Background: an optimization exercise with open tools, aiming at small area. Do not read the settings as production practice. Function was checked by simulation only, so behaviour that the tests miss may differ from the original. No activity file was given, so power comes from the tool's default toggle rates. The flow treats the clock pin as an ideal source, which a real chip does not have.

<file path="flow/config.mk">
export PLATFORM = sky130hd
export DESIGN_NAME = router_top
export DESIGN_NICKNAME = router_top
export VERILOG_FILES = /design/flow/design.v
export SDC_FILE = /design/flow/constraint.sdc
export NUM_CORES = 4
export LEC_CHECK = 0
export CAP_MARGIN = 20
export CORE_MARGIN = 2
export CORE_UTILIZATION = 40
export PLACE_DENSITY = 0.6
export SLEW_MARGIN = 20
</file>
<file path="flow/constraint.sdc">
create_clock -name core_clock -period 5.0 [get_ports {clk}]
set_input_delay 1.0000 -clock core_clock [delete_from_list [all_inputs] [get_ports {clk}]]
set_output_delay 1.0000 -clock core_clock [all_outputs]
set_load 0.01 [all_outputs]
</file>
<file path="flow/design.v">
module router_fifo(clk,resetn,soft_reset,write_enb,read_enb,d_in,empty,d_out,full);
	input clk,resetn,soft_reset,read_enb,write_enb;
	input [7:0]d_in;
	output empty,full;
	output [7:0]d_out;
	reg [4:0]count;
	reg rd_q;
	reg [7:0] mem [15:0];
	integer i;
	assign full  = count[4];
	assign empty = (count==5'd0);
	wire wr = write_enb && !full;
	wire rd = read_enb && !empty;
	always@(posedge clk)
		if(wr)
			begin
				mem[0]<=d_in;
				for(i=1;i<16;i=i+1)
					mem[i]<=mem[i-1];
			end
	always@(posedge clk)
		begin
			if(!resetn || soft_reset)
				begin
					count<=5'd0;
					rd_q<=1'b0;
				end
			else
				begin
					count<=count+{4'd0,wr}-{4'd0,rd};
					rd_q<=rd;
				end
		end
	assign d_out = rd_q ? mem[count[3:0]] : 8'b0;
endmodule
module router_fsm(clk,resetn,pkt_valid,d_in,fifo_full,empty_0,empty_1,
                  empty_2,soft_reset_0,soft_reset_1,soft_reset_2,parity_done,
                  low_pkt_valid,write_enb_reg,detect_add,ld_state,laf_state,lfd_state,
                  full_state,rst_int_reg,busy);
	input [1:0]d_in;
	input clk,resetn,pkt_valid,fifo_full,empty_0,empty_1,empty_2,soft_reset_0,
	      soft_reset_1,soft_reset_2,parity_done,low_pkt_valid;
	output write_enb_reg,detect_add,ld_state,laf_state,lfd_state,full_state,rst_int_reg,busy;
	parameter DECODE_ADDRESS     = 3'b000,
	          LOAD_FIRST_DATA    = 3'b001,
	          WAIT_TILL_EMPTY    = 3'b010,
	          LOAD_DATA          = 3'b011,
	          LOAD_PARITY        = 3'b100,
	          FIFO_FULL_STATE    = 3'b101,
	          LOAD_AFTER_FULL    = 3'b110,
	          CHECK_PARITY_ERROR = 3'b111;
	reg [2:0]next_state,present_state;
	wire sel_empty = (d_in==2'd0) ? empty_0 :
	                 (d_in==2'd1) ? empty_1 :
	                 (d_in==2'd2) ? empty_2 : 1'b0;
	wire addr_ok = (d_in!=2'd3);
	wire sr_hit = (soft_reset_0 && d_in==2'd0) ||
	              (soft_reset_1 && d_in==2'd1) ||
	              (soft_reset_2 && d_in==2'd2);
	always@(posedge clk)
		begin
			if(!resetn || sr_hit)
				present_state <= DECODE_ADDRESS;
			else
				present_state <= next_state;
		end
	always@(*)
		begin
			case(present_state)
				DECODE_ADDRESS :
					if(pkt_valid && addr_ok)
						next_state = sel_empty ? LOAD_FIRST_DATA : WAIT_TILL_EMPTY;
					else
						next_state = DECODE_ADDRESS;
				LOAD_FIRST_DATA :
					next_state = LOAD_DATA;
				WAIT_TILL_EMPTY :
					next_state = sel_empty ? LOAD_FIRST_DATA : WAIT_TILL_EMPTY;
				LOAD_DATA :
					if(fifo_full)
						next_state = FIFO_FULL_STATE;
					else if(!pkt_valid)
						next_state = LOAD_PARITY;
					else
						next_state = LOAD_DATA;
				LOAD_PARITY :
					next_state = CHECK_PARITY_ERROR;
				FIFO_FULL_STATE :
					next_state = fifo_full ? FIFO_FULL_STATE : LOAD_AFTER_FULL;
				LOAD_AFTER_FULL :
					if(parity_done)
						next_state = DECODE_ADDRESS;
					else if(low_pkt_valid)
						next_state = LOAD_PARITY;
					else
						next_state = LOAD_DATA;
				default :  
					next_state = fifo_full ? FIFO_FULL_STATE : DECODE_ADDRESS;
			endcase
		end
	assign detect_add    = (present_state == DECODE_ADDRESS);
	assign lfd_state     = (present_state == LOAD_FIRST_DATA);
	assign ld_state      = (present_state == LOAD_DATA);
	assign write_enb_reg = (present_state == LOAD_DATA) ||
	                       (present_state == LOAD_AFTER_FULL) ||
	                       (present_state == LOAD_PARITY);
	assign full_state    = (present_state == FIFO_FULL_STATE);
	assign laf_state     = (present_state == LOAD_AFTER_FULL);
	assign rst_int_reg   = (present_state == CHECK_PARITY_ERROR);
	assign busy          = !(detect_add || ld_state);
endmodule
module router_register(clk,resetn,pkt_valid,fifo_full,rst_int_reg,detect_add,
                       ld_state,laf_state,lfd_state,parity_done,
                       low_pkt_valid,error,d_out,d_in);
	input clk,resetn,pkt_valid,fifo_full,rst_int_reg,detect_add,
	      ld_state,laf_state,lfd_state;
	input [7:0]d_in;
	output reg parity_done,low_pkt_valid,error;
	output reg [7:0]d_out;
	reg [7:0]full_state_byte,internal_parity,packet_parity;
	always@(posedge clk)
		begin
			if(detect_add && pkt_valid && d_in[1:0]!=2'b11)
				d_out<=d_in;
			else if(ld_state && !fifo_full)
				d_out<=d_in;
			else if(laf_state)
				d_out<=full_state_byte;
		end
	always@(posedge clk)
		if(ld_state && fifo_full)
			full_state_byte<=d_in;
	always@(posedge clk)
		begin
			if(detect_add)
				internal_parity<=d_in;
			else if(pkt_valid && ld_state)
				internal_parity<=internal_parity^d_in;
		end
	always@(posedge clk)
		if(ld_state && !pkt_valid)
			packet_parity<=d_in;
	always@(posedge clk)
		begin
			if(!resetn)
				error<=1'b0;
			else if(parity_done)
				error<=(internal_parity!=packet_parity);
		end
	always@(posedge clk)
		begin
			if(!resetn)
				parity_done<=1'b0;
			else if(ld_state && !pkt_valid)
				parity_done<=1'b1;
			else if(laf_state && low_pkt_valid && !parity_done)
				parity_done<=1'b1;
			else if(detect_add)
				parity_done<=1'b0;
		end
	always@(posedge clk)
		begin
			if(!resetn)
				low_pkt_valid<=1'b0;
			else if(ld_state && !pkt_valid)
				low_pkt_valid<=1'b1;
			else if(rst_int_reg)
				low_pkt_valid<=1'b0;
		end
endmodule
module router_syn(clk,resetn,d_in,write_enb_reg,detect_add,vld_out_0,vld_out_1,vld_out_2,read_enb_0,read_enb_1,read_enb_2,write_enb,fifo_full,empty_0,empty_1,empty_2,soft_reset_0,soft_reset_1,soft_reset_2,full_0,full_1,full_2);
	input clk,resetn,empty_0,empty_1,empty_2,full_0,full_1,full_2,detect_add,write_enb_reg,read_enb_0,read_enb_1,read_enb_2;
	input [1:0]d_in;
	output reg soft_reset_0,soft_reset_1,soft_reset_2;
	output fifo_full;
	output [2:0] write_enb;
	output vld_out_0,vld_out_1,vld_out_2;
	reg [1:0]temp;
	reg [4:0]count;
	assign vld_out_0 = ~empty_0;
	assign vld_out_1 = ~empty_1;
	assign vld_out_2 = ~empty_2;
	always@(posedge clk)
		if(detect_add)
			temp<=d_in;
	assign fifo_full = (temp==2'b00) ? full_0 :
	                   (temp==2'b01) ? full_1 :
	                   (temp==2'b10) ? full_2 : 1'b0;
	assign write_enb[0] = write_enb_reg && (temp==2'b00);
	assign write_enb[1] = write_enb_reg && (temp==2'b01);
	assign write_enb[2] = write_enb_reg && (temp==2'b10);
	wire any  = vld_out_0 || vld_out_1 || vld_out_2;
	wire rd   = vld_out_0 ? read_enb_0 : vld_out_1 ? read_enb_1 : read_enb_2;
	wire tick = any && !rd;
	wire hit  = tick && (count==5'd29);
	always@(posedge clk)
		begin
			if(!resetn || !tick || hit)
				count<=5'b0;
			else
				count<=count+5'b1;
		end
	always@(posedge clk)
		begin
			if(!resetn)
				begin
					soft_reset_0<=1'b0;
					soft_reset_1<=1'b0;
					soft_reset_2<=1'b0;
				end
			else
				begin
					soft_reset_0<=hit && vld_out_0;
					soft_reset_1<=hit && !vld_out_0 && vld_out_1;
					soft_reset_2<=hit && !vld_out_0 && !vld_out_1;
				end
		end
endmodule
module router_top(clk,resetn,read_enb_0,read_enb_1,read_enb_2,d_in,pkt_valid,
		d_out_0,d_out_1,d_out_2,vld_out_0,vld_out_1,vld_out_2,
		error,busy);
	input clk,resetn,read_enb_0,read_enb_1,read_enb_2,pkt_valid;
	input [7:0]d_in;
	output vld_out_0,vld_out_1,vld_out_2,error,busy;
	output [7:0]d_out_0,d_out_1,d_out_2;
	wire [2:0]write_enb;
	wire [7:0]d_out;
	router_register register(clk,resetn,pkt_valid,fifo_full,rst_int_reg,detect_add,ld_state,laf_state,
				lfd_state,parity_done,low_pkt_valid,error,d_out,d_in);
	router_syn syn(clk,resetn,d_in[1:0],write_enb_reg,detect_add,vld_out_0,vld_out_1,vld_out_2,read_enb_0,read_enb_1,read_enb_2,
			write_enb,fifo_full,empty_0,empty_1,empty_2,soft_reset_0,soft_reset_1,soft_reset_2,full_0,full_1,full_2);
	router_fsm fsm(clk,resetn,pkt_valid,d_in[1:0],fifo_full,empty_0,empty_1,empty_2,soft_reset_0,soft_reset_1,soft_reset_2,
			parity_done,low_pkt_valid,write_enb_reg,detect_add,ld_state,laf_state,lfd_state,full_state,rst_int_reg,busy);
	router_fifo fifo_0(clk,resetn,soft_reset_0,write_enb[0],read_enb_0,d_out,empty_0,d_out_0,full_0);
	router_fifo fifo_1(clk,resetn,soft_reset_1,write_enb[1],read_enb_1,d_out,empty_1,d_out_1,full_1);
	router_fifo fifo_2(clk,resetn,soft_reset_2,write_enb[2],read_enb_2,d_out,empty_2,d_out_2,full_2);
endmodule
</file>
<file path="flow/run.sh">
#!/bin/bash
# synth_recipe.tcl (not shown) runs the flow's synth.tcl, then flattens the netlist and writes it again
# the make line also repeats each setting of config.mk as NAME=value (left out here)
make -C /OpenROAD-flow-scripts/flow DESIGN_CONFIG=/design/flow/config.mk WORK_HOME=/design/flow/orfs CLKGATE_MAP_FILE= SYNTH_SCRIPT=/design/flow/synth_recipe.tcl finish
</file>
==> results.sh, run 1 <==
export IMPL_run_status="finished clean"
export IMPL_ys_flop_type="edfxtp_1"
export IMPL_synth_top_area_share_pct=69.5
export IMPL_r2r_end="fifo_1.count[4]"
export IMPL_synth_avg_cell_area_um2=15.6
export IMPL_synth_compound_area_share_pct=12.2
export IMPL_min_delay_start="fifo_1.mem[14][7]"
export IMPL_die_x_um=217
export IMPL_diodes=0
export IMPL_finalInstanceArea_um2=20800
export IMPL_die_height_um=217
export IMPL_drive_gt1_share_pct=10.9
export IMPL_yosysTopAreaCell="edfxtp_1"
export IMPL_portBuffers=42
export IMPL_peakVddDrop_v=0.000319
export IMPL_synth_area_top_cells="edfxtp_1, dfxtp_1, ha_1, a22oi_1, a222oi_1"
export IMPL_min_to="fifo_1.mem[15][7]"
export IMPL_grt_pass1_wl_mm=59.4
export IMPL_drv_slew=0
export IMPL_clock_skew_ns=0.0267
export IMPL_place_area_um2=19200
export IMPL_first_pass_iters=7
export IMPL_rows=77
export IMPL_hpwl_mm=23.4
export IMPL_yosysUniqueCellTypes=72
export IMPL_critical_path_required_ns=4.00
export IMPL_netlist_area_um2=18100
export IMPL_hold_buffers=0
export IMPL_arrival_ns=3.71
export IMPL_crit_fanout=19
export IMPL_hold_depth=0
export IMPL_htree_levels=2
export IMPL_place_congestion=0.789
export IMPL_finalNetCount=1254
export IMPL_avgViaCountPerCell=5.59
export IMPL_min_period_ns=4.71
export IMPL_wirelength_mm=37.6
export IMPL_cts_tree="done"
export IMPL_synthSimpleGateAreaFrac_pct=5.28
export IMPL_synthArstFlopShare_pct=0
export IMPL_synth_top_family_by_area="compound AO/OA/AOI/OAI gates"
export IMPL_dp_slack_ns=0.915
export IMPL_synth_cells=1158
export IMPL_ys_warn_count=24
export IMPL_grt_usage_pct=16.1
export IMPL_reg2reg_depth=15
export IMPL_min_period_over_period_pct=94.2
export IMPL_remaining_drc_errors=0
export IMPL_rrSetupSlack_ns=1.55
export IMPL_cts_path_max_buffers=3
export IMPL_drtIter0Drc=1318
export IMPL_synthMuxAreaShare_pct=3.07
export IMPL_clock_latency_ns=0.58
export IMPL_cp_start_kind="flop"
export IMPL_nFillCells=3774
export IMPL_worstSetupPathType="reg -> out"
export IMPL_post_cts_buffers=0
export IMPL_antenna_found_initial=0
export IMPL_synth_nets=1203
export IMPL_areaGrowthSynthToFinish_pct=15.1
export IMPL_power_leakage_nw=6.68
export IMPL_cts_sinks=450
export IMPL_post_cts_resized=0
export IMPL_grt_overflow=0
export IMPL_rsz0062_at_grt="no"
export IMPL_grt_pass1_vias=10100
export IMPL_max_clock_freq_ghz=0.212
export IMPL_cp_cell_sequence="inv_1 > ha_1 > buf_4 > nor3_1 > nand2_1 > o21ai_0 > a21oi_1 > clkdlybuf4s50_1"
export IMPL_fin_ws_ns=0.292
export IMPL_ant_nets=0
export IMPL_max_cap_violations=0
export IMPL_finalHoldViolCount=0
export IMPL_start_util_pct=40.7
export IMPL_cpPeakStageDelay_ns=0.65
export IMPL_total_power_mw=11.8
export IMPL_seq_area_frac_synth_pct=73.0
export IMPL_io_pins=43
export IMPL_hold_path_class="reg -> reg"
export IMPL_synth_edf_count=418
export IMPL_synth_fa_ha_area_share_pct=2.27
export IMPL_core_area_um2=44400
export IMPL_rr_startpoint="fifo_1.count[2]"
export IMPL_cts_root_buf="clkbuf_16"
export IMPL_clk_pin_slew_ns=0.06
export IMPL_max_slew_margin_rel_pct=36.0
export IMPL_finalSetupViolCount=0
export IMPL_wl_per_cell_um=20.5
export IMPL_tightestPinTransition_ns=0.961
export IMPL_ys_ff_latch=450
export IMPL_crit_path_end_kind="output pin"
export IMPL_powerDensity_nw_per_um2=570
export IMPL_cp_slowest_cell="ha_1"
export IMPL_fin_tns_setup_ns=0
export IMPL_die_area_um2=46900
export IMPL_synth_xor_area_share_pct=1.36
export IMPL_grt_max_degree=129
export IMPL_cts_made_buffers=47
export IMPL_num_vias=10300
==> synth_stat cells, types with 15 or more instances <==
cell      number
a21oi_1       48
ha_1          28
inv_1         35
nand3_1       27
a221oi_1      24
a22oi_1       45
dfxtp_1       32
xnor2_1       15
a31oi_1       20
edfxtp_1     418
a222oi_1      28
nand2_1       57
nor2_1        38
clkbuf_1      17
buf_2         39
o21ai_0       56
mux2i_1       28
==> kinds of logic (layout without fill, tap and decap cells) <==
family | after synthesis | in the layout
flip-flops | 450 | 450
XOR/XNOR | 28 | 28
AO/OA/AOI/OAI | 308 | 308
AND/OR/NAND/NOR | 185 | 185
multiplexers | 48 | 48
adder cells (fa/ha/maj) | 31 | 31
buffers and inverters | 108 | 196
==> flip-flops by register name, indices dropped and copies added (netlist names), 2 cells and up <==
name                      cells
fifo_2.mem                  128
syn.temp                      2
fifo_2.count                  5
register.internal_parity      8
fifo_1.count                  5
fsm.present_state             3
fifo_0.count                  5
syn.count                     5
register.full_state_byte      8
fifo_1.mem                  128
fifo_0.mem                  128
register.packet_parity        8
register.d_out                8
==> per-layer routing <==
metal | up-vias | global-route usage [%] | part of all wire, %
li1 | 4716 | - | -
met1 | 5133 | 24.4 | 48
met2 | 363 | 23.3 | 44
met3 | 57 | 3.34 | 6.6
met4 | 0 | 4.73 | 2.1
met5 | - | 0 | 0
==> worst max-delay path by stage <==
stage                         startpoint         endpoint
detailed placement       fifo_0.count[3]       d_out_0[0]
finish                   fifo_0.count[3]       d_out_0[0]
CTS                      fifo_0.count[3]       d_out_0[0]
global route             fifo_0.count[3]       d_out_0[0]
floorplan           fsm.present_state[2]  fifo_1.count[4]
global placement         fifo_0.count[3]       d_out_0[0]
==> through the flow <==
stage / hold WS [ns] / cells / util (%)
2_1_floorplan: 0.417 / 1158 / -
3_3_place_gp: 0.426 / 1752 / 43.2
3_5_place_dp: 0.431 / 1752 / 43.2
4_1_cts: 0.442 / 1838 / 46.8
5_1_grt: 0.455 / 1838 / 46.8
6_report: 0.442 / 1838 / 46.8
==> area by class of cell <==
class                   count  area (um^2)  share of cell area, %
inverters                  42          158                  0.758
well taps                 592          741                   3.56
multi-input cells         600         4470                   21.5
clock buffers              58         1240                   5.95
clock inverters            28          362                   1.74
repair buffers             68          628                   3.02
flip-flops and latches    450        13200                   63.5
==> worst max-delay path, delay by kind of cell, from the launching register on <==
family / cells / cell delay (ns)
compound gates: 2 / 0.53
simple gates: 2 / 0.58
flops: 1 / 0.34
buf+inv: 3 / 1.01
fa+ha+maj: 1 / 0.65
==> power by group <==
part	leakage, nW	switching, mW	total (mW)	internal [mW]
combinational	1.85	1.81	3.02	1.21
clock	0.786	1.45	3.63	2.18
sequential	4.05	0.453	5.20	4.75
==> layout by cell type, fill, tap and decap left out, drive strengths merged, types with 32 or more instances in the layout <==
master,Yosys,layout
dfxtp,32,32
clkdlybuf4s50,0,42
edfxtp,418,418
o21ai,59,59
a21oi,49,49
nor2,38,38
nand2,57,57
inv,40,41
a22oi,45,45
clkbuf,17,58
==> inputs of run 2 (changes only) <==
--- a/flow/config.mk
+++ b/flow/config.mk
@@ -8,5 +8,5 @@
 export CAP_MARGIN = 20
 export CORE_MARGIN = 2
-export CORE_UTILIZATION = 40
-export PLACE_DENSITY = 0.6
+export CORE_UTILIZATION = 70
+export PLACE_DENSITY = 0.8
 export SLEW_MARGIN = 20
==> results.sh, run 2 <==
export IMPL_crit_fanout=17
export IMPL_finalNetCount=1250
export IMPL_cp_slowest_cell="clkdlybuf4s50_1"
export IMPL_synth_edf_count=418
export IMPL_start_util_pct=71.6
export IMPL_grt_pass1_vias=10300
export IMPL_clock_latency_ns=0.54
export IMPL_portBuffers=42
export IMPL_rr_startpoint="fifo_2.count[2]"
export IMPL_cts_path_max_buffers=3
export IMPL_cts_root_buf="clkbuf_16"
export IMPL_layout_commonest_cell="edfxtp_1"
export IMPL_synth_most_common_cell="edfxtp_1"
export IMPL_antenna_found_initial=0
export IMPL_synth_avg_cell_area_um2=15.6
export IMPL_finalHoldViolCount=0
export IMPL_grt_overflow=0
export IMPL_hpwl_mm=22.5
export IMPL_wl_met3_mm=2.84
export IMPL_yosysTopAreaCell="edfxtp_1"
export IMPL_hold_path_class="reg -> reg"
export IMPL_ys_flop_type="edfxtp_1"
export IMPL_drtIter0Drc=1491
export IMPL_core_area_um2=25300
export IMPL_clock_skew_ns=0.0161
export IMPL_wl_met2_mm=18.2
export IMPL_areaGrowthSynthToFinish_pct=12.0
export IMPL_ant_nets=0
export IMPL_remaining_drc_errors=0
export IMPL_finalInstanceArea_um2=20200
export IMPL_synth_nets=1203
export IMPL_cpPeakStageDelay_ns=0.61
export IMPL_min_period_over_period_pct=89.0
export IMPL_place_area_um2=18900
export IMPL_rsz0062_at_grt="no"
export IMPL_critPathBufInv=2
export IMPL_netlist_area_um2=18100
export IMPL_max_clock_freq_ghz=0.225
export IMPL_seq_area_frac_synth_pct=73.0
export IMPL_max_cap_violations=0
export IMPL_min_period_ns=4.45
export IMPL_synth_area_top_cells="edfxtp_1, dfxtp_1, ha_1, a22oi_1, a222oi_1"
export IMPL_min_to="fifo_2.mem[14][4]"
export IMPL_num_vias=10600
export IMPL_worstSetupPathType="reg -> out"
export IMPL_grt_pass1_wl_mm=57.6
export IMPL_run_status="finished clean"
export IMPL_wirelength_mm=37.1
export IMPL_drv_slew=0
export IMPL_critical_path_required_ns=4.00
export IMPL_clk_pin_slew_ns=0.06
export IMPL_min_delay_start="fifo_2.mem[13][4]"
export IMPL_peakVddDrop_v=0.000476
export IMPL_yosysUniqueCellTypes=72
export IMPL_synth_cells=1158
export IMPL_post_cts_buffers=0
export IMPL_reg2reg_depth=12
export IMPL_r2r_end="fifo_2.count[4]"
export IMPL_cp_common_cell="o21ai_0"
export IMPL_cts_made_buffers=44
export IMPL_drive_gt1_share_pct=10.1
export IMPL_hold_buffers=0
export IMPL_arrival_ns=3.45
export IMPL_largestRegisters="fifo_0.mem: 128 flops, fifo_1.mem: 128 flops, fifo_2.mem: 128 flops"
export IMPL_wl_met1_mm=15.3
export IMPL_ys_warn_count=24
export IMPL_rrSetupSlack_ns=1.43
export IMPL_cp_start_kind="flop"
export IMPL_first_pass_iters=8
export IMPL_power_leakage_nw=6.57
export IMPL_finalSetupViolCount=0
export IMPL_final_cell_mix="edfxtp_1, nand2_1, o21ai_0"
export IMPL_hold_depth=0
export IMPL_grt_max_degree=129
export IMPL_place_congestion=0.823
export IMPL_cts_sinks=450
export IMPL_avgViaCountPerCell=6.78
export IMPL_synth_top_area_share_pct=69.5
export IMPL_top_layer="met4"
export IMPL_critPathTopFamily="compound AO/OA/AOI/OAI gates"
export IMPL_synthArstFlopShare_pct=0
export IMPL_rows=58
export IMPL_ys_ff_latch=450
export IMPL_post_cts_resized=0
export IMPL_finish_utilization_pct=80.2
export IMPL_htree_levels=2
export IMPL_cts_tree="done"
export IMPL_die_height_um=165
export IMPL_io_pins=43
export IMPL_grt_usage_pct=27.9
export IMPL_die_x_um=165
export IMPL_cp_cell_sequence="inv_1 > ha_1 > o21ai_0 > nand2_1 > o21ai_0 > a41oi_1 > clkdlybuf4s50_1"
export IMPL_powerDensity_nw_per_um2=566
export IMPL_crit_path_end_kind="output pin"
export IMPL_wl_per_cell_um=23.7
export IMPL_max_slew_margin_rel_pct=34.2
export IMPL_tightestPinTransition_ns=0.987
export IMPL_synthTopCellsByCount="edfxtp_1, nand2_1, o21ai_0"
export IMPL_die_area_um2=27100
## run 2: power by group
group          switching [mW]  internal, mW  leakage, nW
clock network            1.33          1.85        0.681
logic                    1.84          1.21         1.84
registers               0.479          4.75         4.05
total                    3.65          7.81         6.57
## run 2: through the flow
step	TNS, ns	setup slack (ns)	power, mW	instances	hold slack [ns]
2_1_floorplan	-137.05	-1.42	7.35	1158	0.417
3_3_place_gp	0	1.20	8.13	1489	0.422
3_5_place_dp	0	1.07	8.26	1489	0.430
4_1_cts	0	0.488	11.5	1568	0.444
5_1_grt	0	0.347	11.9	1568	0.445
6_report	0	0.548	11.5	1569	0.442
## run 2: final cells by class
type	instances	area, um^2
Fill cell	1344	5010
Sequential cell	450	13200
Tap cell	330	413
Multi-Input combinational cell	600	4470
Antenna cell	1	2.50
Timing Repair Buffer	67	621
Clock buffer	60	1210
Clock inverter	19	168
Inverter	42	158
## run 2: cells by family (layout without fill, tap and decap cells)
kind of cell,count (synthesis),in the layout,share of synthesized area (%)
DFF,450,450,73.0
AOI/OAI and AO/OA,308,308,12.2
and+or+nand+nor,185,185,5.28
buffers and inverters,108,188,2.80
muxes,48,48,3.07
adders and majority gates,31,31,2.27
xor gates and xnor gates,28,28,1.36
other,0,1,0
## run 2: worst reg2reg max path: cells and delay by family (launching register included)
| family | cells | cell delay, ns |
|---|---|---|
| adder cells (fa/ha/maj) | 4 | 1.60 |
| AND/OR/NAND/NOR | 4 | 1.08 |
| AO/OA/AOI/OAI | 2 | 0.30 |
| flip-flops | 1 | 0.35 |
| buffers and inverters | 2 | 0.19 |
## run 2: layer usage
layer  vias to the layer above  GRT usage [%]
li1                       4710              -
met1                      5284           40.9
met2                       586           44.2
met3                        62           4.17
met4                         0           8.66
met5                         -              0
## run 2: worst max-delay path by stage
| stage | from | end | slack, ns | cells after the start |
|---|---|---|---|---|
| floorplan | fsm.present_state[2] | fifo_1.count[4] | -1.42 | 12 |
| global placement | fifo_2.count[3] | d_out_2[0] | 1.20 | 7 |
| detailed placement | fifo_2.count[3] | d_out_2[0] | 1.07 | 7 |
| CTS | fifo_2.count[3] | d_out_2[0] | 0.49 | 7 |
| global route | fifo_2.count[3] | d_out_2[3] | 0.35 | 6 |
| finish | fifo_0.count[2] | d_out_0[6] | 0.55 | 7 |
==> inputs of run 3 (changes only) <==
--- a/flow/design.v
+++ b/flow/design.v
@@ -1,34 +1,28 @@
-module router_fifo(clk,resetn,soft_reset,write_enb,read_enb,d_in,empty,d_out,full);
-	input clk,resetn,soft_reset,read_enb,write_enb;
+module router_fifo(clk,resetn,soft_reset,write_enb_next,read_enb,d_in,empty,d_out,full);
+	input clk,resetn,soft_reset,read_enb,write_enb_next;
 	input [7:0]d_in;
 	output empty,full;
 	output [7:0]d_out;
 	reg [4:0]count;
-	reg rd_q;
+	reg rd_q, wr_q, wr_n;
 	reg [7:0] mem [15:0];
 	integer i;
 	assign full  = count[4];
 	assign empty = (count==5'd0);
-	wire wr = write_enb && !full;
 	wire rd = read_enb && !empty;
-	always@(posedge clk)
-		if(wr)
-			begin
-				mem[0]<=d_in;
-				for(i=1;i<16;i=i+1)
-					mem[i]<=mem[i-1];
-			end
-	always@(posedge clk)
-		begin
-			if(!resetn || soft_reset)
-				begin
-					count<=5'd0;
-					rd_q<=1'b0;
-				end
-			else
-				begin
-					count<=count+{4'd0,wr}-{4'd0,rd};
-					rd_q<=rd;
-				end
+	wire [4:0] count_next = (!resetn || soft_reset) ? 5'd0 : count+{4'd0,wr_q}-{4'd0,rd};
+	wire wr_next = write_enb_next && !count_next[4];
+	always@(posedge clk)
+		begin
+			mem[0]<=({8{wr_q}}&d_in)|({8{wr_n}}&mem[0]);
+			for(i=1;i<16;i=i+1)
+				mem[i]<=({8{wr_q}}&mem[i-1])|({8{wr_n}}&mem[i]);
+		end
+	always@(posedge clk)
+		begin
+			count<=count_next;
+			wr_q<=wr_next;
+			wr_n<=!wr_next;
+			rd_q<=resetn && !soft_reset && rd;
 		end
 	assign d_out = rd_q ? mem[count[3:0]] : 8'b0;
@@ -37,8 +31,9 @@
                   empty_2,soft_reset_0,soft_reset_1,soft_reset_2,parity_done,
                   low_pkt_valid,write_enb_reg,detect_add,ld_state,laf_state,lfd_state,
-                  full_state,rst_int_reg,busy);
+                  full_state,rst_int_reg,busy,write_enb_reg_next);
 	input [1:0]d_in;
 	input clk,resetn,pkt_valid,fifo_full,empty_0,empty_1,empty_2,soft_reset_0,
 	      soft_reset_1,soft_reset_2,parity_done,low_pkt_valid;
+	output write_enb_reg_next;
 	output write_enb_reg,detect_add,ld_state,laf_state,lfd_state,full_state,rst_int_reg,busy;
 	parameter DECODE_ADDRESS     = 3'b000,
@@ -58,11 +53,10 @@
 	              (soft_reset_1 && d_in==2'd1) ||
 	              (soft_reset_2 && d_in==2'd2);
-	always@(posedge clk)
-		begin
-			if(!resetn || sr_hit)
-				present_state <= DECODE_ADDRESS;
-			else
-				present_state <= next_state;
-		end
+	wire [2:0] state_d = (!resetn || sr_hit) ? DECODE_ADDRESS : next_state;
+	always@(posedge clk)
+		present_state <= state_d;
+	assign write_enb_reg_next = (state_d == LOAD_DATA) ||
+	                            (state_d == LOAD_AFTER_FULL) ||
+	                            (state_d == LOAD_PARITY);
 	always@(*)
 		begin
@@ -169,5 +163,5 @@
 		end
 endmodule
-module router_syn(clk,resetn,d_in,write_enb_reg,detect_add,vld_out_0,vld_out_1,vld_out_2,read_enb_0,read_enb_1,read_enb_2,write_enb,fifo_full,empty_0,empty_1,empty_2,soft_reset_0,soft_reset_1,soft_reset_2,full_0,full_1,full_2);
+module router_syn(clk,resetn,d_in,write_enb_reg,detect_add,vld_out_0,vld_out_1,vld_out_2,read_enb_0,read_enb_1,read_enb_2,write_enb,fifo_full,empty_0,empty_1,empty_2,soft_reset_0,soft_reset_1,soft_reset_2,full_0,full_1,full_2,write_enb_reg_next,write_enb_next);
 	input clk,resetn,empty_0,empty_1,empty_2,full_0,full_1,full_2,detect_add,write_enb_reg,read_enb_0,read_enb_1,read_enb_2;
 	input [1:0]d_in;
@@ -176,4 +170,6 @@
 	output [2:0] write_enb;
 	output vld_out_0,vld_out_1,vld_out_2;
+	input write_enb_reg_next;
+	output [2:0] write_enb_next;
 	reg [1:0]temp;
 	reg [4:0]count;
@@ -181,7 +177,10 @@
 	assign vld_out_1 = ~empty_1;
 	assign vld_out_2 = ~empty_2;
-	always@(posedge clk)
-		if(detect_add)
-			temp<=d_in;
+	wire [1:0] temp_d = detect_add ? d_in : temp;
+	always@(posedge clk)
+		temp<=temp_d;
+	assign write_enb_next[0] = write_enb_reg_next && (temp_d==2'b00);
+	assign write_enb_next[1] = write_enb_reg_next && (temp_d==2'b01);
+	assign write_enb_next[2] = write_enb_reg_next && (temp_d==2'b10);
 	assign fifo_full = (temp==2'b00) ? full_0 :
 	                   (temp==2'b01) ? full_1 :
@@ -224,14 +223,14 @@
 	output vld_out_0,vld_out_1,vld_out_2,error,busy;
 	output [7:0]d_out_0,d_out_1,d_out_2;
-	wire [2:0]write_enb;
+	wire [2:0]write_enb, write_enb_next;
 	wire [7:0]d_out;
 	router_register register(clk,resetn,pkt_valid,fifo_full,rst_int_reg,detect_add,ld_state,laf_state,
 				lfd_state,parity_done,low_pkt_valid,error,d_out,d_in);
 	router_syn syn(clk,resetn,d_in[1:0],write_enb_reg,detect_add,vld_out_0,vld_out_1,vld_out_2,read_enb_0,read_enb_1,read_enb_2,
-			write_enb,fifo_full,empty_0,empty_1,empty_2,soft_reset_0,soft_reset_1,soft_reset_2,full_0,full_1,full_2);
+			write_enb,fifo_full,empty_0,empty_1,empty_2,soft_reset_0,soft_reset_1,soft_reset_2,full_0,full_1,full_2,write_enb_reg_next,write_enb_next);
 	router_fsm fsm(clk,resetn,pkt_valid,d_in[1:0],fifo_full,empty_0,empty_1,empty_2,soft_reset_0,soft_reset_1,soft_reset_2,
-			parity_done,low_pkt_valid,write_enb_reg,detect_add,ld_state,laf_state,lfd_state,full_state,rst_int_reg,busy);
-	router_fifo fifo_0(clk,resetn,soft_reset_0,write_enb[0],read_enb_0,d_out,empty_0,d_out_0,full_0);
-	router_fifo fifo_1(clk,resetn,soft_reset_1,write_enb[1],read_enb_1,d_out,empty_1,d_out_1,full_1);
-	router_fifo fifo_2(clk,resetn,soft_reset_2,write_enb[2],read_enb_2,d_out,empty_2,d_out_2,full_2);
-endmodule
+			parity_done,low_pkt_valid,write_enb_reg,detect_add,ld_state,laf_state,lfd_state,full_state,rst_int_reg,busy,write_enb_reg_next);
+	router_fifo fifo_0(clk,resetn,soft_reset_0,write_enb_next[0],read_enb_0,d_out,empty_0,d_out_0,full_0);
+	router_fifo fifo_1(clk,resetn,soft_reset_1,write_enb_next[1],read_enb_1,d_out,empty_1,d_out_1,full_1);
+	router_fifo fifo_2(clk,resetn,soft_reset_2,write_enb_next[2],read_enb_2,d_out,empty_2,d_out_2,full_2);
+endmodule
==> flow/flow/run.sh (new file) <==
#!/bin/bash
# Standard ORFS layout (the standard.sh) with three changes:
#  - synthesis is the standard synthesis script, with only the ABC
#    technology-mapping script replaced by an area-oriented one (registers,
#    their names and cell types are untouched: ABC maps combinational logic);
#  - clock tree synthesis without dummy loads;
#  - the port buffers use the smallest buffer cell.
set -euo pipefail
WORK=$(pwd)
FLOWDIR=$WORK/flow
cat > $WORK/my_synth.tcl <<EOT
proc abc {args} {
  set i [lsearch \$args -script]
  if {\$i >= 0} { lset args [expr {\$i+1}] $FLOWDIR/abc_area.script }
  yosys abc {*}\$args
}
source $WORK/synth_recipe.tcl
EOT
bash $WORK/standard.sh SYNTH_SCRIPT=$WORK/my_synth.tcl \
  "CTS_ARGS=-sink_clustering_enable -repair_clock_nets -dont_use_dummy_load -sink_clustering_size 32 -sink_clustering_max_diameter 80 -buf_list sky130_fd_sc_hd__clkbuf_16" \
  "BUFFER_PORTS_ARGS=-buffer_cell sky130_fd_sc_hd__buf_1" \
  finish > $WORK/standard_flow.log 2>&1
==> flow/flow/abc_area.script (new file) <==
&get -n
&st
&dch -f
&nf -a -R 1000
&put
topo
==> flow/standard.sh (new file) <==
#!/bin/bash
# synth_recipe.tcl (not shown) runs the flow's synth.tcl, then flattens the netlist and writes it again
# the make line also repeats each setting of config.mk as NAME=value (left out here)
make -C /OpenROAD-flow-scripts/flow DESIGN_CONFIG=/design/flow/config.mk WORK_HOME=/design/flow/orfs CLKGATE_MAP_FILE= SYNTH_SCRIPT=/design/flow/synth_recipe.tcl "${@:-finish}"
--- a/flow/config.mk
+++ b/flow/config.mk
@@ -9,4 +9,7 @@
 export CORE_MARGIN = 2
 export CORE_UTILIZATION = 70
+export CTS_BUF_LIST = sky130_fd_sc_hd__clkbuf_8
+export CTS_CLUSTER_DIAMETER = 100
+export CTS_CLUSTER_SIZE = 30
 export PLACE_DENSITY = 0.8
 export SLEW_MARGIN = 20
removed: flow/run.sh
==> results.sh, run 3 <==
export IMPL_multi_input_area_um2=7080
export IMPL_cts_sinks=456
export IMPL_min_period_ns=4.01
export IMPL_switchingPower_mw=2.56
export IMPL_ys_flop_type="dfxtp_1"
export IMPL_finalNetCount=1527
export IMPL_largestRegisters="fifo_0.mem: 128 flops, fifo_1.mem: 128 flops, fifo_2.mem: 128 flops"
export IMPL_finalSetupViolCount=0
export IMPL_fin_ws_ns=0.989
export IMPL_place_area_um2=17300
export IMPL_post_cts_buffers=0
export IMPL_cp_cell_sequence="clkinv_1 > and3_1 > a222oi_1 > nand2_1 > a211oi_1 > a31oi_1 > buf_1"
export IMPL_clock_latency_ns=0.54
export IMPL_die_area_um2=25100
export IMPL_areaGrowthSynthToFinish_pct=6.54
export IMPL_synthMuxAreaShare_pct=0.600
export IMPL_core_area_um2=23400
export IMPL_yosysTopAreaCell="dfxtp_1"
export IMPL_synth_xor_area_share_pct=1.31
export IMPL_synthTopCellsByCount="dfxtp_1, a22o_1, a22oi_1"
export IMPL_cts_made_buffers=18
export IMPL_remaining_drc_errors=0
export IMPL_synthSimpleGateAreaFrac_pct=7.32
export IMPL_worstSetupPathType="reg -> out"
export IMPL_synth_cells=1412
export IMPL_hold_path_class="reg -> reg"
export IMPL_synth_most_common_cell="dfxtp_1"
export IMPL_synth_compound_area_share_pct=30.8
export IMPL_diodes=0
export IMPL_run_status="finished clean"
export IMPL_portBuffers=42
export IMPL_ys_ff_latch=456
export IMPL_synth_area_top_cells="dfxtp_1, a22o_1, edfxtp_1, a22oi_1, ha_1"
export IMPL_cp_slowest_cell="dfxtp_1"
export IMPL_pwr_share_clk_pct=21.8
export IMPL_dp_slack_ns=1.64
export IMPL_nFillCells=1646
export IMPL_crit_path_end_kind="output pin"
export IMPL_rows=56
export IMPL_drive_gt1_share_pct=2.16
export IMPL_finalInstanceArea_um2=17800
export IMPL_max_cap_violations=0
export IMPL_drv_slew=0
export IMPL_rrSetupSlack_ns=1.65
export IMPL_seq_area_frac_synth_pct=56.7
export IMPL_start_util_pct=71.3
export IMPL_fin_tns_setup_ns=0
export IMPL_cts_tree="done"
export IMPL_power_internal_mw=5.21
export IMPL_place_congestion=0.867
export IMPL_reg2reg_depth=17
export IMPL_regArea_um2=9470
export IMPL_arrival_ns=3.01
export IMPL_cpPeakStageDelay_ns=0.59
export IMPL_synth_edf_count=32
export IMPL_seq_power_share_pct=55.5
export IMPL_htree_levels=1
export IMPL_grt_usage_pct=30.6
export IMPL_die_x_um=158
export IMPL_final_cell_mix="dfxtp_1, a22o_1, a22oi_1"
export IMPL_grt_pass1_vias=11400
export IMPL_synthArstFlopShare_pct=0
export IMPL_antenna_found_initial=0
export IMPL_hold_buffers=0
export IMPL_hpwl_mm=24.2
export IMPL_max_clock_freq_ghz=0.249
export IMPL_rsz0062_at_grt="no"
export IMPL_grt_pass1_wl_mm=61.3
export IMPL_drtIter0Drc=1637
export IMPL_wirelength_mm=39.1
export IMPL_power_leakage_nw=6.65
export IMPL_grt_max_degree=106
export IMPL_tightestPinTransition_ns=1.04
export IMPL_synth_nets=1457
export IMPL_first_pass_iters=9
export IMPL_avgViaCountPerCell=7.02
export IMPL_wl_per_cell_um=21.7
export IMPL_combPwrFrac_pct=22.7
export IMPL_io_pins=43
export IMPL_ant_nets=0
export IMPL_synth_top_area_share_pct=50.9
export IMPL_synth_avg_cell_area_um2=11.8
export IMPL_die_height_um=158
export IMPL_layout_commonest_cell="dfxtp_1"
export IMPL_cp_start_kind="flop"
export IMPL_finish_utilization_pct=75.9
export IMPL_max_slew_margin_rel_pct=30.8
export IMPL_synth_fa_ha_area_share_pct=2.46
export IMPL_grt_overflow=0
export IMPL_clock_skew_ns=0.0613
export IMPL_finalHoldViolCount=0
export IMPL_total_power_mw=7.77
export IMPL_peakVddDrop_v=0.000368
export IMPL_hold_depth=1
export IMPL_num_vias=12600
export IMPL_powerDensity_nw_per_um2=437
export IMPL_critical_path_required_ns=4.00
export IMPL_synth_top_family_by_area="compound AO/OA/AOI/OAI gates"
export IMPL_min_period_over_period_pct=80.2
export IMPL_ys_warn_count=25
export IMPL_cts_path_max_buffers=3
export IMPL_switching_share_pct=33.0
export IMPL_cts_root_buf="clkbuf_16"
export IMPL_clk_pin_slew_ns=0.11
export IMPL_yosysUniqueCellTypes=41
export IMPL_netlist_area_um2=16700
export IMPL_crit_fanout=13
export IMPL_post_cts_resized=0
[run 3: changes by cell type in the layout (fill, tap and decap cells not counted), sizes merged, moves of 40 or more]
cell	before	now
a22o	7	408
dfxtp	32	424
edfxtp	418	32
clkbuf	60	18
clkdlybuf4s50	42	0
inv	41	0
o21ai	59	19
[run 3: power groups by stage]
stage / combinational (mW) / sequential [mW] / clock [mW]
final: 1.77 / 4.31 / 1.69
after global routing: 1.95 / 4.35 / 1.84
after CTS: 1.74 / 4.30 / 1.72
after detailed placement: 1.73 / 4.38 / 0
after global placement: 1.68 / 4.37 / 0
after floorplan: 1.15 / 4.31 / 0
[run 3: cell type report]
| class | count | share of cell area [%] |
|---|---|---|
| clock buffer | 18 | 2.54 |
| inverter | 38 | 0.803 |
| multi-input combinational | 918 | 39.9 |
| sequential | 456 | 53.3 |
| tap | 319 | 2.25 |
| timing repair buffer | 50 | 1.23 |
[run 3: logic make-up after synthesis]
kind of cell / Yosys count
flip-flops: 456
buffers and inverters: 38
adder cells (fa/ha/maj): 31
AO/OA/AOI/OAI: 615
XOR/XNOR: 25
multiplexers: 9
AND/OR/NAND/NOR: 238
[run 3: layer usage]
metal / routed length [um] / up-vias / global-route usage [%]
li1: - / 5866 / -
met1: 17400 / 6168 / 44.6
met2: 17400 / 501 / 46.9
met3: 2890 / 97 / 3.73
met4: 1370 / 0 / 11.8
met5: 0 / - / 0
[run 3: stage by stage]
stage / hold slack, ns / instances
after floorplan: 0.433 / 1412
after global placement: 0.448 / 1781
after detailed placement: 0.457 / 1781
after CTS: 0.477 / 1799
after global routing: 0.493 / 1799
final: 0.472 / 1799
[run 3: final timing paths]
path,startpoint,end
setup / recovery,fifo_0.count[1],d_out_0[5]
hold / removal,syn.count[0],syn.count[0]
hold reg to reg,syn.count[0],syn.count[0]
setup reg to reg,fifo_1.count[1],fifo_1.wr_q
[run 3: worst max-delay path, delay by kind of cell, from the launching register on]
kind / cells / cell delay (ns)
AND/OR/NAND/NOR: 2 / 0.54
flip-flops: 1 / 0.59
AO/OA/AOI/OAI: 3 / 0.86
buffers and inverters: 2 / 0.47
==> inputs of run 4 (changes only) <==
--- a/flow/flow/run.sh
+++ b/flow/flow/run.sh
@@ -18,5 +18,5 @@
 EOT
 bash $WORK/standard.sh SYNTH_SCRIPT=$WORK/my_synth.tcl \
-  "CTS_ARGS=-sink_clustering_enable -repair_clock_nets -dont_use_dummy_load -sink_clustering_size 32 -sink_clustering_max_diameter 80 -buf_list sky130_fd_sc_hd__clkbuf_16" \
+  "CTS_ARGS=-sink_clustering_enable -repair_clock_nets -dont_use_dummy_load -sink_clustering_size 16 -sink_clustering_max_diameter 60 -buf_list sky130_fd_sc_hd__clkbuf_8" \
   "BUFFER_PORTS_ARGS=-buffer_cell sky130_fd_sc_hd__buf_1" \
   finish > $WORK/standard_flow.log 2>&1
==> results.sh, run 4 <==
export IMPL_yosysTopAreaCell="dfxtp_1"
export IMPL_hold_buffers=0
export IMPL_critPathBufInv=2
export IMPL_fin_cells=1817
export IMPL_ys_warn_count=25
export IMPL_grt_pass1_vias=11600
export IMPL_crit_path_end_kind="output pin"
export IMPL_drtIter0Drc=1733
export IMPL_min_period_ns=3.93
export IMPL_synth_cells=1412
export IMPL_avgViaCountPerCell=7.03
export IMPL_power_leakage_nw=6.69
export IMPL_synth_most_common_cell="dfxtp_1"
export IMPL_synthTopCellsByCount="dfxtp_1, a22o_1, a22oi_1"
export IMPL_critPathTopFamily="compound AO/OA/AOI/OAI gates"
export IMPL_min_period_over_period_pct=78.7
export IMPL_fin_tns_setup_ns=0
export IMPL_die_area_um2=25100
export IMPL_finalNetCount=1545
export IMPL_first_pass_iters=6
export IMPL_drive_gt1_share_pct=3.34
export IMPL_nFillCells=1623
export IMPL_drv_slew=0
export IMPL_portBuffers=42
export IMPL_cts_tree="done"
export IMPL_clock_skew_ns=0.0554
export IMPL_hold_path_class="reg -> reg"
export IMPL_powerDensity_nw_per_um2=438
export IMPL_cts_sinks=456
export IMPL_arrival_ns=2.93
export IMPL_cts_root_buf="clkbuf_8"
export IMPL_synth_top_area_share_pct=50.9
export IMPL_yosysUniqueCellTypes=41
export IMPL_cpPeakStageDelay_ns=0.41
export IMPL_whs_ns=0.479
export IMPL_max_cap_violations=0
export IMPL_num_vias=12800
export IMPL_cp_start_kind="flop"
export IMPL_grt_overflow=0
export IMPL_ant_nets=0
export IMPL_netlist_area_um2=16700
export IMPL_die_x_um=158
export IMPL_largestRegisters="fifo_0.mem: 128 flops, fifo_1.mem: 128 flops, fifo_2.mem: 128 flops"
export IMPL_remaining_drc_errors=0
export IMPL_areaGrowthSynthToFinish_pct=6.81
export IMPL_post_cts_buffers=0
export IMPL_worstSetupPathType="reg -> out"
export IMPL_critical_path_required_ns=4.00
export IMPL_diodes=0
export IMPL_tightestPinTransition_ns=1.00
export IMPL_final_cell_mix="dfxtp_1, a22o_1, a22oi_1"
export IMPL_cts_path_max_buffers=3
export IMPL_post_cts_resized=0
export IMPL_ys_flop_type="dfxtp_1"
export IMPL_grt_usage_pct=30.9
export IMPL_synth_avg_cell_area_um2=11.8
export IMPL_wl_per_cell_um=21.6
export IMPL_cts_made_buffers=36
export IMPL_core_area_um2=23400
export IMPL_die_height_um=158
export IMPL_cp_cell_sequence="clkinv_1 > ha_1 > and2_0 > a222oi_1 > nand3_1 > a211oi_1 > a31oi_1 > buf_1"
export IMPL_max_slew_margin_rel_pct=33.2
export IMPL_cp_slowest_cell="dfxtp_1"
export IMPL_clock_latency_ns=0.57
export IMPL_synth_edf_count=32
export IMPL_place_congestion=0.867
export IMPL_rows=56
export IMPL_grt_max_degree=106
export IMPL_htree_levels=2
export IMPL_wirelength_mm=39.2
export IMPL_dp_cells=1781
export IMPL_clk_pin_slew_ns=0.09
export IMPL_grt_pass1_wl_mm=61.6
export IMPL_start_util_pct=71.3
export IMPL_hpwl_mm=24.2
export IMPL_ys_ff_latch=456
export IMPL_layout_commonest_cell="dfxtp_1"
export IMPL_finalSetupViolCount=0
export IMPL_peakVddDrop_v=0.000384
export IMPL_finalHoldViolCount=0
export IMPL_synth_area_top_cells="dfxtp_1, a22o_1, edfxtp_1, a22oi_1, ha_1"
export IMPL_rsz0062_at_grt="no"
export IMPL_synth_nets=1457
export IMPL_synthArstFlopShare_pct=0
export IMPL_seq_area_frac_synth_pct=56.7
export IMPL_crit_fanout=8
export IMPL_run_status="finished clean"
export IMPL_total_power_mw=7.80
export IMPL_antenna_found_initial=0
export IMPL_max_clock_freq_ghz=0.254
export IMPL_io_pins=43
[run 4: changes by cell type in the layout (fill, tap and decap cells not counted), sizes merged]
cell,delta
clkbuf,+18
[run 4: metal layers]
metal	vias up	global-route usage [%]	wire length, um
met2	521	47.1	17600
met1	6265	44.8	17400
met3	95	4.00	2890
met5	-	0	0
met4	0	12.7	1280
li1	5894	-	-
[run 4: worst register-to-register path, cell delays in order, from the launching register on]
cell and delay (ns):
dfxtp_1 0.43, nor2_1 0.30, nand3b_1 0.39, nand2_1 0.23, clkinv_1 0.13, ha_1 0.30, clkinv_1 0.06, ha_1 0.19
clkinv_1 0.06, fa_1 0.21, clkinv_1 0.07, a21oi_1 0.12, nor2_1 0.06, or3_1 0.35, a21oi_1 0.18, nor2_1 0.07
nand2_1 0.08, clkinv_1 0.06
[run 4: layout make-up]
class,count,area [um^2],share of cell area [%]
inverters,38,143,0.801
clock buffers,36,495,2.78
repair buffers,50,218,1.22
well taps,319,399,2.24
flip-flops and latches,456,9470,53.2
multi-input cells,918,7080,39.8
[run 4: final timing paths]
check | endpoint | startpoint | slack [ns] | cells past startpoint
hold reg to reg | fifo_0.mem[15][7] | fifo_0.mem[15][7] | 0.48 | 1
hold / removal | fifo_0.mem[15][7] | fifo_0.mem[15][7] | 0.48 | 1
setup reg to reg | fifo_1.wr_q | fifo_1.count[1] | 1.54 | 17
setup / recovery | d_out_0[5] | fifo_0.count[2] | 1.07 | 8
[run 4: cells by family after synthesis]
logic type               after synthesis  synth area share (%)
AO/OA/AOI/OAI                        615                  30.8
XOR/XNOR                              25                  1.31
adder cells (fa/ha/maj)               31                  2.46
buffers and inverters                 38                 0.855
flip-flops                           456                  56.7
multiplexers                           9                 0.600
AND/OR/NAND/NOR                      238                  7.32
[run 4: stage by stage]
| step | worst slack (ns) | cell area [um^2] | util (%) |
|---|---|---|---|
| 6_report | 1.07 | 17800 | 76.1 |
| 5_1_grt | 0.927 | 17800 | 76.1 |
| 4_1_cts | 1.13 | 17800 | 76.1 |
| 3_5_place_dp | 1.64 | 17300 | 74.0 |
| 3_3_place_gp | 1.79 | 17300 | 74.0 |
| 2_1_floorplan | 1.03 | 16700 | - |
[run 4: power by group]
part | internal (mW) | total [mW] | switching, mW
clock network | 0.650 | 1.73 | 1.09
registers | 3.97 | 4.31 | 0.344
logic | 0.588 | 1.76 | 1.17
total | 5.20 | 7.80 | 2.60
==> inputs of run 5 (changes only) <==
--- a/flow/design.v
+++ b/flow/design.v
@@ -11,5 +11,12 @@
 	assign empty = (count==5'd0);
 	wire rd = read_enb && !empty;
-	wire [4:0] count_next = (!resetn || soft_reset) ? 5'd0 : count+{4'd0,wr_q}-{4'd0,rd};
+	wire inc = wr_q && !rd, dec = rd && !wr_q;
+	wire [4:0] tog;
+	assign tog[0] = inc || dec;
+	assign tog[1] = (inc && count[0]) || (dec && !count[0]);
+	assign tog[2] = (inc && &count[1:0]) || (dec && !(|count[1:0]));
+	assign tog[3] = (inc && &count[2:0]) || (dec && !(|count[2:0]));
+	assign tog[4] = (inc && &count[3:0]) || (dec && !(|count[3:0]));
+	wire [4:0] count_next = (!resetn || soft_reset) ? 5'd0 : count^tog;
 	wire wr_next = write_enb_next && !count_next[4];
 	always@(posedge clk)
==> results.sh, run 5 <==
export IMPL_rsz0062_at_grt="no"
export IMPL_grt_usage_pct=30.8
export IMPL_synthTopCellsByCount="dfxtp_1, a22o_1, a22oi_1"
export IMPL_dp_slack_ns=1.49
export IMPL_hold_path_class="reg -> reg"
export IMPL_pwr_share_clk_pct=22.6
export IMPL_critPathTopFamily="simple AND/OR/NAND/NOR gates"
export IMPL_seq_area_frac_synth_pct=58.0
export IMPL_drive_gt1_share_pct=4.18
export IMPL_grt_pass1_vias=11500
export IMPL_ant_nets=0
export IMPL_portBuffers=42
export IMPL_first_pass_iters=6
export IMPL_max_slew_margin_rel_pct=23.1
export IMPL_die_x_um=157
export IMPL_fin_tns_setup_ns=0
export IMPL_areaGrowthSynthToFinish_pct=7.34
export IMPL_arrival_ns=3.09
export IMPL_max_cap_violations=0
export IMPL_cpPeakStageDelay_ns=0.83
export IMPL_min_period_ns=4.09
export IMPL_wl_per_cell_um=21.5
export IMPL_post_cts_resized=0
export IMPL_netlist_area_um2=16300
export IMPL_cts_made_buffers=35
export IMPL_peakVddDrop_v=0.000334
export IMPL_synth_cells=1387
export IMPL_place_congestion=0.848
export IMPL_fin_ws_ns=0.913
export IMPL_ys_ff_latch=456
export IMPL_cts_path_max_buffers=3
export IMPL_fin_cells=1795
export IMPL_crit_fanout=11
export IMPL_cts_root_buf="clkbuf_8"
export IMPL_rows=55
export IMPL_ys_flop_type="dfxtp_1"
export IMPL_die_height_um=157
export IMPL_seq_power_share_pct=57.8
export IMPL_finalNetCount=1506
export IMPL_critPathBufInv=1
export IMPL_grt_overflow=0
export IMPL_cts_sinks=456
export IMPL_switchingPower_mw=2.47
export IMPL_cp_start_kind="flop"
export IMPL_final_cell_mix="dfxtp_1, a22o_1, a22oi_1"
export IMPL_io_pins=43
export IMPL_clock_skew_ns=0.0552
export IMPL_power_internal_mw=5.14
export IMPL_rr_startpoint="fifo_2.count[0]"
export IMPL_finalInstanceArea_um2=17500
export IMPL_htree_levels=2
export IMPL_dp_cells=1757
export IMPL_max_clock_freq_ghz=0.245
export IMPL_critical_path_required_ns=4.00
export IMPL_combPwrFrac_pct=19.6
export IMPL_power_leakage_nw=6.41
export IMPL_cp_cell_sequence="nand2b_1 > nor3_1 > a22o_1 > a21oi_1 > nand4_1 > a221oi_1 > a31oi_1 > buf_1"
export IMPL_yosysTopAreaCell="dfxtp_1"
export IMPL_die_area_um2=24500
export IMPL_switching_share_pct=32.4
export IMPL_drv_slew=0
export IMPL_synth_area_top_cells="dfxtp_1, a22o_1, edfxtp_1, a22oi_1, a222oi_1"
export IMPL_worstSetupPathType="reg -> out"
export IMPL_synth_avg_cell_area_um2=11.8
export IMPL_clk_pin_slew_ns=0.10
export IMPL_grt_pass1_wl_mm=60.9
export IMPL_drtIter0Drc=1713
export IMPL_hpwl_mm=24.0
export IMPL_whs_ns=0.460
export IMPL_place_area_um2=17000
export IMPL_synth_top_area_share_pct=52.1
export IMPL_wirelength_mm=38.6
export IMPL_antenna_found_initial=0
export IMPL_num_vias=12600
export IMPL_layout_commonest_cell="dfxtp_1"
export IMPL_yosysUniqueCellTypes=38
export IMPL_core_area_um2=22800
export IMPL_cp_startpoint="fifo_1.count[0]"
export IMPL_run_status="finished clean"
export IMPL_hold_buffers=0
export IMPL_tightestPinTransition_ns=1.15
export IMPL_synth_most_common_cell="dfxtp_1"
export IMPL_avgViaCountPerCell=7.01
export IMPL_synthArstFlopShare_pct=0
export IMPL_cts_tree="done"
export IMPL_finalHoldViolCount=0
export IMPL_remaining_drc_errors=0
export IMPL_grt_max_degree=97
export IMPL_diodes=0
export IMPL_crit_path_end_kind="output pin"
export IMPL_synth_nets=1409
export IMPL_min_delay_start="fifo_1.mem[10][1]"
export IMPL_cp_slowest_cell="nor3_1"
export IMPL_largestRegisters="fifo_0.mem: 128 flops, fifo_1.mem: 128 flops, fifo_2.mem: 128 flops"
export IMPL_min_period_over_period_pct=81.7
export IMPL_start_util_pct=71.6
export IMPL_powerDensity_nw_per_um2=435
export IMPL_post_cts_buffers=0
export IMPL_ys_warn_count=25
export IMPL_clock_latency_ns=0.57
export IMPL_finalSetupViolCount=0
export IMPL_synth_edf_count=32
run 5: changes by cell type after synthesis, moves of 15 or more:
cell      change
clkinv_1     -25
nand2_1      +18
ha_1         -20
nor3_1       +15
nor2_1       +32
and3_1       -36
run 5: through the flow:
stage	total power [mW]	utilization, %
after floorplan	5.33	-
after global placement	5.87	74.6
after detailed placement	5.93	74.6
after CTS	7.59	76.7
after global routing	7.94	76.8
final	7.61	76.8
run 5: kinds of logic (layout without fill, tap and decap cells):
logic type	after synthesis	after routing	share of synthesized area (%)
AOI/OAI and AO/OA	607	607	31.2
muxes	13	13	0.860
xor gates and xnor gates	32	32	1.72
buffers and inverters	13	108	0.299
DFF	456	456	58.0
and+or+nand+nor	258	258	7.39
adders and majority gates	8	8	0.614
run 5: final timing paths:
check | endpoint | slack (ns) | cells after the start
min reg2reg | fifo_1.mem[11][1] | 0.46 | 1
max reg2reg | fifo_2.wr_n | 1.67 | 12
min | fifo_1.mem[11][1] | 0.46 | 1
max | d_out_1[5] | 0.91 | 8
run 5: layout make-up:
cell class                 count  area, um^2
inverter                      13        48.8
multi-input combinational    918        6820
timing repair buffer          60         285
clock buffer                  35         482
fill                        1573        5280
sequential                   456        9470
tap                          313         392
run 5: metal layers:
metal	up-vias	wire, um	track usage (%)
met3	80	2750	4.07
li1	5823	-	-
met4	0	1040	9.92
met1	6187	17200	45.7
met5	-	0	0
met2	490	17600	47.1
run 5: worst reg2reg max path: cells and delay by family (launching register included):
family                   cells  cell delay [ns]
AND/OR/NAND/NOR              8             1.99
flip-flops                   1             0.43
AO/OA/AOI/OAI                1             0.26
adder cells (fa/ha/maj)      1             0.21
XOR/XNOR                     1             0.17
buffers and inverters        1             0.16
run 5: power by group through the flow:
stage	registers, mW	clock network [mW]	logic, mW
6_report	4.40	1.72	1.49
3_3_place_gp	4.45	0	1.42
4_1_cts	4.39	1.74	1.47
3_5_place_dp	4.47	0	1.46
2_1_floorplan	4.37	0	0.963
5_1_grt	4.44	1.86	1.64
==> inputs of run 6 (changes only) <==
--- a/flow/design.v
+++ b/flow/design.v
@@ -120,23 +120,14 @@
 	output reg [7:0]d_out;
 	reg [7:0]full_state_byte,internal_parity,packet_parity;
-	always@(posedge clk)
-		begin
-			if(detect_add && pkt_valid && d_in[1:0]!=2'b11)
-				d_out<=d_in;
-			else if(ld_state && !fifo_full)
-				d_out<=d_in;
-			else if(laf_state)
-				d_out<=full_state_byte;
-		end
+	wire ld_in = (detect_add && pkt_valid && d_in[1:0]!=2'b11) || (ld_state && !fifo_full);
+	wire hold  = !ld_in && !laf_state;
+	always@(posedge clk)
+		d_out <= ({8{ld_in}} & d_in) | ({8{laf_state}} & full_state_byte) | ({8{hold}} & d_out);
 	always@(posedge clk)
 		if(ld_state && fifo_full)
 			full_state_byte<=d_in;
-	always@(posedge clk)
-		begin
-			if(detect_add)
-				internal_parity<=d_in;
-			else if(pkt_valid && ld_state)
-				internal_parity<=internal_parity^d_in;
-		end
+	wire acc = detect_add || (pkt_valid && ld_state);
+	always@(posedge clk)
+		internal_parity <= ({8{!detect_add}} & internal_parity) ^ ({8{acc}} & d_in);
 	always@(posedge clk)
 		if(ld_state && !pkt_valid)
==> flow/flow/abc_area.script (replaced) <==
strash
dch -f
map -a
mfs2 -a
&get -n
&st
&dch -f
&nf -a -R 1000
&put
topo
==> flow/config.mk (replaced) <==
export PLATFORM = sky130hd
export DESIGN_NAME = router_top
export DESIGN_NICKNAME = router_top
export VERILOG_FILES = /design/flow/design.v
export SDC_FILE = /design/flow/constraint.sdc
export NUM_CORES = 4
export LEC_CHECK = 0
export CAP_MARGIN = 5
export CORE_MARGIN = 2
export CORE_UTILIZATION = 70
export PLACE_DENSITY = 0.8
export SLEW_MARGIN = 5
==> results.sh, run 6 <==
export IMPL_run_status="finished clean"
export IMPL_die_area_um2=24200
export IMPL_htree_levels=2
export IMPL_hold_path_class="reg -> reg"
export IMPL_avgViaCountPerCell=7.08
export IMPL_min_period_over_period_pct=82.0
export IMPL_netlist_area_um2=16100
export IMPL_synth_area_top_cells="dfxtp_1, a22o_1, a222oi_1, a22oi_1, edfxtp_1"
export IMPL_grt_pass1_wl_mm=61.3
export IMPL_synth_cells=1378
export IMPL_io_pins=43
export IMPL_num_vias=12500
export IMPL_yosysUniqueCellTypes=38
export IMPL_die_x_um=156
export IMPL_final_cell_mix="dfxtp_1, a22o_1, nand2_1"
export IMPL_core_area_um2=22600
export IMPL_yosysTopAreaCell="dfxtp_1"
export IMPL_tightestPinTransition_ns=1.32
export IMPL_power_leakage_nw=6.34
export IMPL_synthArstFlopShare_pct=0
export IMPL_grt_usage_pct=31.2
export IMPL_rows=55
export IMPL_clk_pin_slew_ns=0.09
export IMPL_wl_per_cell_um=21.8
export IMPL_reg2reg_depth=9
export IMPL_max_slew_margin_rel_pct=11.0
export IMPL_finalNetCount=1503
export IMPL_drv_slew=0
export IMPL_synth_most_common_cell="dfxtp_1"
export IMPL_grt_overflow=0
export IMPL_cp_start_kind="flop"
export IMPL_drtIter0Drc=1537
export IMPL_total_power_mw=8.11
export IMPL_post_cts_resized=0
export IMPL_place_congestion=0.811
export IMPL_top_usage_layer="met2"
export IMPL_rsz0062_at_grt="no"
export IMPL_crit_path_end_kind="output pin"
export IMPL_worstSetupPathType="reg -> out"
export IMPL_cts_sinks=456
export IMPL_cp_startpoint="fifo_1.count[0]"
export IMPL_hold_buffers=0
export IMPL_place_area_um2=16800
export IMPL_hpwl_mm=23.6
export IMPL_synthTopCellsByCount="dfxtp_1, a22o_1, nand2_1"
export IMPL_start_util_pct=71.2
export IMPL_ys_flop_type="dfxtp_1"
export IMPL_max_clock_freq_ghz=0.244
export IMPL_post_cts_buffers=0
export IMPL_die_height_um=156
export IMPL_antenna_found_initial=1
export IMPL_drive_gt1_share_pct=4.53
export IMPL_clock_skew_ns=0.0328
export IMPL_finalInstanceArea_um2=17300
export IMPL_areaGrowthSynthToFinish_pct=7.55
export IMPL_ys_warn_count=25
export IMPL_cts_tree="done"
export IMPL_synth_edf_count=16
export IMPL_synth_nets=1400
export IMPL_first_pass_iters=9
export IMPL_ant_nets=0
export IMPL_largestRegisters="fifo_0.mem: 128 flops, fifo_1.mem: 128 flops, fifo_2.mem: 128 flops"
export IMPL_met2_usage_pct=47.0
export IMPL_ys_ff_latch=456
export IMPL_remaining_drc_errors=0
export IMPL_max_cap_violations=0
export IMPL_synth_avg_cell_area_um2=11.7
export IMPL_finish_utilization_pct=76.6
export IMPL_layout_commonest_cell="dfxtp_1"
export IMPL_min_period_ns=4.10
export IMPL_endpoint="d_out_1[0]"
export IMPL_r2r_end="fifo_0.wr_n"
export IMPL_critical_path_required_ns=4.00
export IMPL_finalHoldViolCount=0
export IMPL_powerDensity_nw_per_um2=469
export IMPL_grt_max_degree=101
export IMPL_synth_top_area_share_pct=54.8
export IMPL_portBuffers=42
export IMPL_seq_area_frac_synth_pct=57.8
export IMPL_rrSetupSlack_ns=1.92
export IMPL_fin_tns_setup_ns=0
export IMPL_clock_latency_ns=0.55
export IMPL_rr_startpoint="fifo_0.count[1]"
export IMPL_use_met1_pct=44.1
export IMPL_cts_made_buffers=35
export IMPL_finalSetupViolCount=0
export IMPL_cts_root_buf="clkbuf_8"
export IMPL_arrival_ns=3.10
export IMPL_grt_use_met3_pct=6.78
export IMPL_cts_path_max_buffers=3
export IMPL_crit_fanout=11
export IMPL_grt_pass1_vias=11600
export IMPL_peakVddDrop_v=0.000319
export IMPL_wirelength_mm=38.4
[run 6: changes by cell type after synthesis, sizes merged, moves of 12 or more]
cell	previous run	this run
a222oi	38	68
a22oi	79	64
dfxtp	424	440
edfxtp	32	16
nand2	73	85
nand4	25	10
nor2	72	60
xnor2	19	7
[run 6: per-layer routing]
metal | up-vias | share of wire (%)
met4 | 0 | 3.7
li1 | 5829 | -
met3 | 105 | 9.2
met5 | - | 0
met2 | 523 | 43
met1 | 6042 | 44
[run 6: power by group]
group / total [mW] / switching (mW) / leakage, nW / internal, mW
sequential: 4.64 / 0.588 / 3.71 / 4.05
combinational: 1.76 / 1.11 / 2.38 / 0.645
clock: 1.71 / 1.08 / 0.252 / 0.632
[run 6: final cells by class]
cell class / instances / area (um^2)
fill: 1558 / 5280
clock buffer: 35 / 482
multi-input combinational: 899 / 6720
inverter: 23 / 86.3
sequential: 456 / 9310
antenna: 1 / 2.50
tap: 285 / 357
timing repair buffer: 66 / 338
[run 6: worst min path at each step]
stage | start | slack (ns) | to | depth (start not counted)
3_5_place_dp | fifo_0.mem[15][6] | 0.46 | fifo_0.mem[15][6] | 1
6_report | fifo_1.mem[15][6] | 0.48 | fifo_1.mem[15][6] | 1
3_3_place_gp | syn.count[0] | 0.45 | syn.count[0] | 1
2_1_floorplan | syn.count[0] | 0.43 | syn.count[0] | 1
4_1_cts | fifo_0.mem[15][6] | 0.48 | fifo_0.mem[15][6] | 1
5_1_grt | register.full_state_byte[7] | 0.50 | register.d_out[7] | 2
[run 6: worst max-delay path: stages (launching register included)]
cell      delay [ns]
dfxtp_1         0.56
nand2b_1        0.17
nor3_1          1.03
a222oi_1        0.17
nand2_1         0.15
a221oi_1        0.06
a31oi_1         0.25
buf_1           0.18
[run 6: through the flow]
| stage | hold WS [ns] | setup WS, ns | instances |
|---|---|---|---|
| after floorplan | 0.434 | 0.812 | 1378 |
| after global placement | 0.446 | 1.63 | 1729 |
| after detailed placement | 0.455 | 1.56 | 1729 |
| after CTS | 0.480 | 0.968 | 1764 |
| after global routing | 0.496 | 0.745 | 1764 |
| final | 0.481 | 0.900 | 1765 |
[run 6: cells by family (layout without fill, tap and decap cells)]
| family | after synthesis | after routing | share of synthesized area [%] |
|---|---|---|---|
| compound gates | 617 | 617 | 32.4 |
| flops | 456 | 456 | 57.8 |
| simple gates | 245 | 245 | 7.09 |
| xor+xnor | 26 | 26 | 1.42 |
| buf+inv | 23 | 124 | 0.537 |
| fa+ha+maj | 8 | 8 | 0.623 |
| mux | 3 | 3 | 0.187 |
| other cells | 0 | 1 | 0 |

-- afterwards: timing with drivers on the ports --
The results above use ideal ports. As a check the final layouts listed here were re-extracted and re-timed, cells and wires unchanged.
Step 1 assumes that a clkbuf_16 drives the clock port and a buf_2 every other input.
Step 2 adds t to the input delays and takes it off the output delays; t is the mean of the earliest and latest rising clock arrival at the registers after step 1. Input paths then give back, and output paths get back, about the clock's delay inside the block.
Three values: ideal, step 1, step 2; two values: the first two.
run	t, ns	slack for setup (ns)	pins driven straight from the clock port
run 1	0.624	0.292 / 0.239 / 0.863	1
run 2	0.579	0.548 / 0.497 / 1.077	1
run 3	0.556	0.989 / 0.942 / 1.498	1
run 4	0.589	1.065 / 1.020 / 1.544	1
run 5	0.585	0.913 / 0.869 / 1.454	1
run 6	0.580	0.900 / 0.850 / 1.429	1
After both steps setup and hold are still met in every run listed.
